Source: an optimization exercise on an open RTL-to-GDS flow (aim: small area, a short achievable clock period and few clock cycles per item). Production flows keep margins and buffers that such runs may drop.
Only simulation tests tie the RTL to the original design; equivalence was not proved.
Power and IR drop assume default switching activity.

==> wip/violet: inputs <==
## ecsm_processor
module ecsm_processor(clk, rst, en_ecsm, done_ecsm, addr, doutb, dina, wea);
export LEC_CHECK = 0
export ABC_AREA = 1
export CAP_MARGIN = 20
export CORE_MARGIN = 2
export CORE_UTILIZATION = 40
export CTS_BUF_LIST = sky130_fd_sc_hd__clkbuf_4 sky130_fd_sc_hd__clkbuf_8
export SETUP_SLACK_MARGIN = 5
export SLEW_MARGIN = 20
create_clock -name core_clock -period 10.0 [get_ports {clk}]
standard.sh (not shown) runs the stock make flow with config.mk's settings and CLKGATE_MAP_FILE= SYNTH_SCRIPT=/design/flow/synth_recipe.tcl, a recipe that flattens the netlist after the stock synthesis.
==> flow/flow/run.sh <==
#!/bin/bash
set -euo pipefail
sed -e 's/SETUP_SLACK_MARGIN=5/SETUP_SLACK_MARGIN=5.5 BUFFER_PORTS_ARGS="-buffer_cell sky130_fd_sc_hd__buf_4"/' standard.sh > standard_mod.sh
grep -q 'SETUP_SLACK_MARGIN=5.5' standard_mod.sh
bash standard_mod.sh > standard.log 2>&1
==> wip/fjord: changes against wip/violet <==
--- a/flow/design.v
+++ b/flow/design.v
@@ -377,19 +377,18 @@
 						  : 8'd81;						  
 assign Offset = (suspend==1'b0) ? {1'b0,SCOffset} 
 					:(OffsetSel) ? WtOffset 
 					: {1'b0,RdOffset};						  
 assign address = BaseAddress + Offset + address_carryin; 
 endmodule
-module fau(clk, rst, mode, baseA, baseB, baseD, doutb, addr, dina, wea, done, addr_n, wea_n, baseC, fz_in);
+module fau(clk, rst, mode, baseA, baseB, baseD, doutb, addr, dina, wea, done, addr_n, wea_n, baseC, fz);
 input clk, rst;
 input [1:0] mode;
 input [7:0] baseA, baseB, baseD;
 input [7:0] baseC;       
-input fz_in;             
-reg fz;                  
+input fz;                
 input [15:0] doutb;
 output [7:0] addr;
 output reg [15:0] dina;
 output [7:0] addr_n;     
 output wea_n;
 output wea;
@@ -410,13 +409,13 @@
 reg [2:0] slot;
 reg nxtA, bnd, podd, firstel;
 reg [2:0] wq;
 reg qhi;                 
 reg [3:0] ms;            
 wire is_mul = (state == S_MUL) || (state == S_MULEND);
-reg [7:0] addr_r, bD, bC;    
+reg [7:0] addr_r, bD;
 reg we_r;
 reg [4:0] tag1, tag2;
 reg [1:0] gs1, gs2;      
 reg [2:0] n_bs;
 reg [2:0] n_os;
 reg [4:0] n_offx;         
@@ -530,27 +529,25 @@
     end
     default: ;
   endcase
 end
 assign addr_n = n_base + {3'b000, n_off};
 assign wea_n = n_we & ~rst;
-wire [7:0] n_base = (n_bs == B_A) ? baseA : (n_bs == B_B) ? baseB : (n_bs == B_D) ? bD : (n_bs == B_C) ? bC : TEMP;
+wire [7:0] n_base = (n_bs == B_A) ? baseA : (n_bs == B_B) ? baseB : (n_bs == B_D) ? bD : (n_bs == B_C) ? baseC : TEMP;
 wire [4:0] n_off = (n_os == O_IA) ? ia : (n_os == O_JB) ? jb : (n_os == O_I) ? i : (n_os == O_WC) ? wc : n_offx;
 always @(posedge clk) begin
   if (rst) begin
     state <= S_IDLE;
     i <= 5'd0; slot <= 2'd0; p <= 5'd0; wc <= 5'd0; whi <= 1'b0;
     ia <= 5'd0; jb <= 5'd1; nxtA <= 1'b0; bnd <= 1'b0; podd <= 1'b1; firstel <= 1'b1;
     wq <= 3'd0; qhi <= 1'b0; ms <= 4'd0;
   end else begin
     if (n_we) wc <= wc + 5'd1;
     case (state)
       S_IDLE: begin
         bD <= baseD;
-        bC <= baseC;
-        fz <= fz_in;
         case (mode)
           2'd0: begin state <= S_MUL; whi <= 1'b0; end
           2'd1: begin state <= S_SQP; whi <= (baseA != baseD); sqd <= (baseA != baseD); ia <= 5'd16; jb <= 5'd0; end
           2'd2: begin state <= S_ADD; whi <= 1'b1; end
           default: begin state <= S_CPY; whi <= 1'b1; end
         endcase
@@ -983,27 +980,24 @@
 assign instruction_executed = move_to_done_state;
 endmodule
 module scalarconv_tnaf(clk, rst, suspend, Tbit_no_sign, b0_one, b1_zero, M4_out0, flag_adjustment,
 			rst_d_carry, en1, en2, clr1, clr2, sel1, sel2, sel3, sel6, sel7, Tbit_sign, mask, mask_d_en, enable_flag_adjustment,
 			add_sub, carry_en, lsb_en, lsb_en_mode, address_carryin, R1set, Cen, Cshift, terminal_condition,
 			BaseSel, SCOffset, wea, length_even, Tbit_ready, done, 
-			state, length_counter, Tbit_no_sign_n, BaseSel_n, SCOffset_n, address_carryin_n, wea_n,
-			wc_n, lc_hi_n, ns_hi);
+			state, length_counter, Tbit_no_sign_n, BaseSel_n, SCOffset_n, address_carryin_n, wea_n);
 input clk, rst;
 input suspend;		 
 input Tbit_no_sign;	 
 input b0_one, b1_zero;  
 input M4_out0;				 
 input [1:0] flag_adjustment;
 input Tbit_no_sign_n;		 
 output [2:0] BaseSel_n;		 
 output [4:0] SCOffset_n;
 output address_carryin_n;
 output wea_n;			 
-output [4:0] wc_n, lc_hi_n;	 
-output ns_hi;			 
 output reg rst_d_carry, en1, en2, clr1, clr2, sel1, sel7, R1set, Cen, Cshift;
 output terminal_condition, enable_flag_adjustment;
 output reg add_sub, lsb_en, address_carryin, wea, mask_d_en;
 output reg [1:0] sel2, carry_en;
 output reg [2:0] BaseSel; 
 output reg [4:0] SCOffset;
@@ -1078,27 +1072,25 @@
 	else if(suspend)
 		state<=state;
 	else
 		state<=nextstate;
 end		
 wire [5:0] ns_eff = suspend ? state : nextstate;
-assign wc_n = clr_wc ? 5'd0 : (inc_wc ? word_counter + 1'b1 : word_counter);
+wire [4:0] wc_n = clr_wc ? 5'd0 : (inc_wc ? word_counter + 1'b1 : word_counter);
 wire nwc_full = (wc_n == 5'd17);
 wire nwc_half = (wc_n == 5'd8);
 wire nwc_zero = (wc_n == 5'd0);
 wire [8:0] lc_n = (state==6'd30) ? 9'd0 :
                   dec_length ? length_counter - 1'b1 :
                   ((state==6'd22 || state==6'd35) & wc_half) ? length_counter + 1'b1 : length_counter;
 reg n_en1, n_en2, n_clr1, n_clr2, n_clr_wc, n_inc_wc, n_dec_length, n_sel1, n_sel7, n_add_sub, n_lsb_en,
     n_R1set, n_Cen, n_Cshift, n_address_carryin, n_wea, n_mask_d_en;
 reg [2:0] n_BaseSel;
 reg [1:0] n_sel2, n_carry_en;
 wire n_lsb_en_mode = (nwc_full & (ns_eff==6'd13)) | (nwc_half & (ns_eff==6'd32));
-assign ns_hi = (ns_eff>6'd37);
-assign lc_hi_n = lc_n[8:4];
-assign SCOffset_n = ns_hi ? lc_hi_n : wc_n;
+assign SCOffset_n = (ns_eff>6'd37) ? lc_n[8:4] : wc_n;
 assign BaseSel_n = n_BaseSel;
 assign address_carryin_n = n_address_carryin;
 assign wea_n = n_wea & ~rst;
 always @(posedge clk)
 begin
 	if(rst) begin	 
@@ -1557,14 +1549,13 @@
 		done<= done_wire | done;
 end		
 endmodule
 module scalarconv_top(clk, rst, suspend, Tbit_no_sign, b0_one, b1_zero, M4_out0, flag_adjustment,
          		rst_d_carry, control_group1, control_group2, wea, address_carryin, BaseSel, SCOffset,
 			length_even, Tbit_ready, done,
-			state, length_counter, Tbit_no_sign_n, BaseSel_n, SCOffset_n, address_carryin_n, wea_n,
-			wc_n, lc_hi_n, ns_hi);
+			state, length_counter, Tbit_no_sign_n, BaseSel_n, SCOffset_n, address_carryin_n, wea_n);
 input clk, rst;
 input suspend;		 
 input Tbit_no_sign;
 input b0_one, b1_zero;  
 input M4_out0;				 
 input [1:0] flag_adjustment;
@@ -1580,28 +1571,25 @@
 output [8:0] length_counter;
 input Tbit_no_sign_n;
 output [2:0] BaseSel_n;
 output [4:0] SCOffset_n;
 output address_carryin_n;
 output wea_n;
-output [4:0] wc_n, lc_hi_n;
-output ns_hi;
 wire en1, en2, clr1, clr2, sel1, sel7, R1set, Cen, Cshift;
 wire terminal_condition, enable_flag_adjustment;
 wire add_sub, lsb_en, address_carryin, wea, mask_d_en;
 wire [1:0] sel2, carry_en;
 wire [2:0] BaseSel; 
 wire sel3, sel6, Tbit_sign, mask, lsb_en_mode;
 wire length_even;	 
 wire Tbit_ready, done;
 scalarconv_tnaf	SC(clk, rst, suspend, Tbit_no_sign, b0_one, b1_zero, M4_out0, flag_adjustment,
 			rst_d_carry, en1, en2, clr1, clr2, sel1, sel2, sel3, sel6, sel7, Tbit_sign, mask, mask_d_en, enable_flag_adjustment,
 			add_sub, carry_en, lsb_en, lsb_en_mode, address_carryin, R1set, Cen, Cshift, terminal_condition,
 			BaseSel, SCOffset, wea, length_even, Tbit_ready, done,
-			state, length_counter, Tbit_no_sign_n, BaseSel_n, SCOffset_n, address_carryin_n, wea_n,
-			wc_n, lc_hi_n, ns_hi);
+			state, length_counter, Tbit_no_sign_n, BaseSel_n, SCOffset_n, address_carryin_n, wea_n);
 assign control_group1 = {en1, en2, clr1, clr2, sel3, sel6, mask, Cen, Cshift}; 
 assign control_group2 = {sel1, sel2, sel7, Tbit_sign, mask_d_en, enable_flag_adjustment, add_sub, 
 									  carry_en, lsb_en, lsb_en_mode, R1set, terminal_condition};
 endmodule
 module 	processor(clk, rst, instruction_ready, instruction, op0, op1, op2,
 			address, doutb, dina, wea, length_even, done_SC, Tbit_pair, flag_adjustment, instruction_executed,
@@ -1642,14 +1630,12 @@
 wire Tbit_no_sign, rst_d_carry, LSB_store;
 wire [7:0] address_SC, RdBase1, RdBase2, BasePointer, RdBase1_n, RdBase2_n;
 wire suspend_n, Tbit_no_sign_n, address_carryin_n;
 wire [2:0] BaseSel_n;
 wire [4:0] SCOffset_n;
 wire [7:0] op0_base, op3_base;
-wire [4:0] wc_SC_n, lc_hi_SC_n;
-wire ns_hi_SC;
 reg suspend_r;
 reg [7:0] address_SC_r;
 wire [15:0] dina_ALU;
 wire [7:0] address_F, address_F_n;
 wire [15:0] dina_F;
 wire wea_F, wea_F_n, wea_SC_n;
@@ -1661,14 +1647,13 @@
 				  instruction_executed, suspend_n);
 always @(posedge clk)
 	suspend_r <= rst | suspend_n;
 scalarconv_top	 SC(clk, rst, suspend_r, Tbit_no_sign, b0_one, b1_zero, M4_out0, flag_adjustment,
 	  	 rst_d_carry, control_group1_SC, control_group2_SC, wea_SC, address_carryin, BaseSel_SC, SCOffset,
 		 length_even, Tbit_ready, done_SC,
-		 state_SC, length_counter, Tbit_no_sign_n, BaseSel_n, SCOffset_n, address_carryin_n, wea_SC_n,
-		 wc_SC_n, lc_hi_SC_n, ns_hi_SC);
+		 state_SC, length_counter, Tbit_no_sign_n, BaseSel_n, SCOffset_n, address_carryin_n, wea_SC_n);
 inversion_new	IN(clk, ~en_invert, done_primitive,
 				control_group3_inv, done_inversion,
 				state_inv, inv_rom_dout, count);
 fau		FU(clk, rst | ~en_primitive, mode, RdBase1, RdBase2, BasePointer,
 		   doutb, address_F, dina_F, wea_F, done_primitive, address_F_n, wea_F_n, op3_base, fuse);
 top_ALU			ALU(clk, rst, rst_d_carry, control_group1, control_group2, mode, 1'b1, 1'b0, 3'd0,
@@ -1676,38 +1661,21 @@
        			    CL, R2, R1, Tbit_no_sign_n);
 addressb		ADDR(clk, rst, 5'd0, 6'd0, SCOffset, suspend_r,
 			     BasePtSel, (suspend_r==1'b0) ? BaseSel_SC : 3'd0, 1'b0, Base_en, address_carryin, address_SC,
 			     RdBase1, RdBase2, BasePointer, RdBase1_n, RdBase2_n, pvar);
 ROM2 OP0BASE(op0, op0_base);
 ROM2 OP3BASE(op3, op3_base);
-wire [7:0] wc8 = {3'b000, wc_SC_n};
-wire [7:0] s_b0 = RdBase1_n + wc8;
-wire [7:0] s_b0c = RdBase1_n + wc8 + 8'd1;
-wire [7:0] s_b1 = RdBase2_n + wc8;
-wire [7:0] s_b2 = 8'd234 + wc8;
-wire [7:0] s_b2c = 8'd235 + wc8;
-wire [7:0] s_b3 = op0_base + wc8;
-wire [7:0] s_b4 = 8'd243 + wc8;
-wire [7:0] s_b5 = 8'd63 + wc8;
-wire [7:0] s_b6 = 8'd72 + wc8;
-wire [7:0] s_b7 = 8'd81 + wc8;
-wire [7:0] s_hi = RdBase1_n + {3'b000, lc_hi_SC_n};
-reg [7:0] address_SC_n;
-always @* begin
-	if (ns_hi_SC) address_SC_n = s_hi;
-	else case (BaseSel_n)
-		3'd0: address_SC_n = address_carryin_n ? s_b0c : s_b0;
-		3'd1: address_SC_n = s_b1;
-		3'd2: address_SC_n = address_carryin_n ? s_b2c : s_b2;
-		3'd3: address_SC_n = s_b3;
-		3'd4: address_SC_n = s_b4;
-		3'd5: address_SC_n = s_b5;
-		3'd6: address_SC_n = s_b6;
-		default: address_SC_n = s_b7;
-	endcase
-end
+wire [7:0] base_SC_n = (BaseSel_n==3'd0) ? RdBase1_n
+                      :(BaseSel_n==3'd1) ? RdBase2_n
+                      :(BaseSel_n==3'd2) ? 8'd234
+                      :(BaseSel_n==3'd3) ? op0_base
+                      :(BaseSel_n==3'd4) ? 8'd243
+                      :(BaseSel_n==3'd5) ? 8'd63
+                      :(BaseSel_n==3'd6) ? 8'd72
+                      : 8'd81;
+wire [7:0] address_SC_n = base_SC_n + {3'b000, SCOffset_n} + address_carryin_n;
 always @(posedge clk)
 	address_SC_r <= address_SC_n;
 wire suspend_nx = rst | suspend_n;
 always @(posedge clk) begin
 	address_r <= suspend_nx ? address_F_n : address_SC_n;
 	wea_r <= suspend_nx ? wea_F_n : wea_SC_n;
==> flow/flow/run.sh (replaced) <==
#!/bin/bash
set -euo pipefail
sed -e 's/SETUP_SLACK_MARGIN=5/SETUP_SLACK_MARGIN=5 BUFFER_PORTS_ARGS="-buffer_cell sky130_fd_sc_hd__buf_4"/' standard.sh > standard_mod.sh
grep -q 'BUFFER_PORTS_ARGS' standard_mod.sh
bash standard_mod.sh > standard.log 2>&1
==> run notes <==
Maximum frequency: wip/violet is larger than wip/fjord (6.2%). In wip/violet the sequential cell count is higher than in wip/fjord, by 6. Of wip/fjord and wip/violet, wip/violet has the higher die area (gap 4.3%, measured against wip/violet). Against wip/fjord, the clock skew of wip/violet is higher by 0.044 ns. Wire length: wip/fjord is lower than wip/violet (4.6%). Of wip/fjord and wip/violet, wip/violet has the higher register-to-register slack (gap 0.32 ns). In wip/fjord the area after synthesis is smaller than in wip/violet, by 4.4%. Combinational power: wip/violet is higher than wip/fjord (17%). Of wip/fjord and wip/violet, wip/violet has the higher core utilization (gap 0.28 points).
==> figures <==
| metric | wip/fjord | wip/violet |
|---|---|---|
| Worst setup slack after placement | 4.84 ns | 4.54 ns |
| Post-CTS Setup Inserts | 0 | 8 |
| Arrival @ worst endpoint | 5.14 ns | 2.32 ns |
| Cell at the slowest stage of the critical path | a21oi_2 | clkinv_1 |
| Clock Skews | 0.0322 ns | 0.0762 ns |
| Total length of routed met3 wires | 8280 um | 9120 um |
| Post-Syn Nets | 5238 | 5519 |
| Die span in y | 292 um | 298 um |
| Result of the run | no timing/DRC/antenna violations | no timing/DRC/antenna violations |
| Instance count after placement with tap cells included | 6063 | 6398 |
| Setup repair after global routing missed its margin | false | true |
| Top sig layer | met4 | met5 |
| Fraction of the mapped netlist area in simple logic gates | 30.1% | 29.7% |
| Clock network fraction of total power | 31.5% | 31.7% |
| Launch point of the worst path | i_processor.SC.SC.state[5] | i_processor.suspend_r |
| Effective utilization at floorplan | 40.4% | 40.2% |
| Sequential area share after synthesis | 27.6% | 26.9% |
| Number of enable-type register cells in the synthesized netlist | 73 | 79 |
| Number of inverters outside the clock class in the layout | 619 | 662 |
Testbench counts of wip/violet, summed over its fixed seeds: cycles 8,085,985, items 12.
Testbench counts of wip/fjord, summed over its fixed seeds: cycles 8,085,985, items 12.

-- static timing again, ports no longer ideal --
In the flow no input, the clock included, has a driving cell. The finished layouts below were timed again as built, in two steps.
Step 1 sets driving cells, clkbuf_16 on the clock port and buf_2 on the other inputs (assumed; they add their load-dependent delay and slew).
Step 2 also shifts input and output timing later by t, the mid clock arrival at the registers, as if the neighbouring blocks saw the same clock.
Slacks: ideal / step 1 / step 2; pairs: ideal / step 1.
run	t, ns	slack for setup (ns)	cell pins on the clock port's net
wip/violet	0.768	5.676 / 5.609 / 5.082	1
wip/fjord	0.728	5.405 / 5.405 / 5.060	1
After both steps every run listed still meets setup and hold. For wip/violet, which loses most, drivers alone change the setup slack by -0.067 ns; drivers and shift together by -0.594 ns.
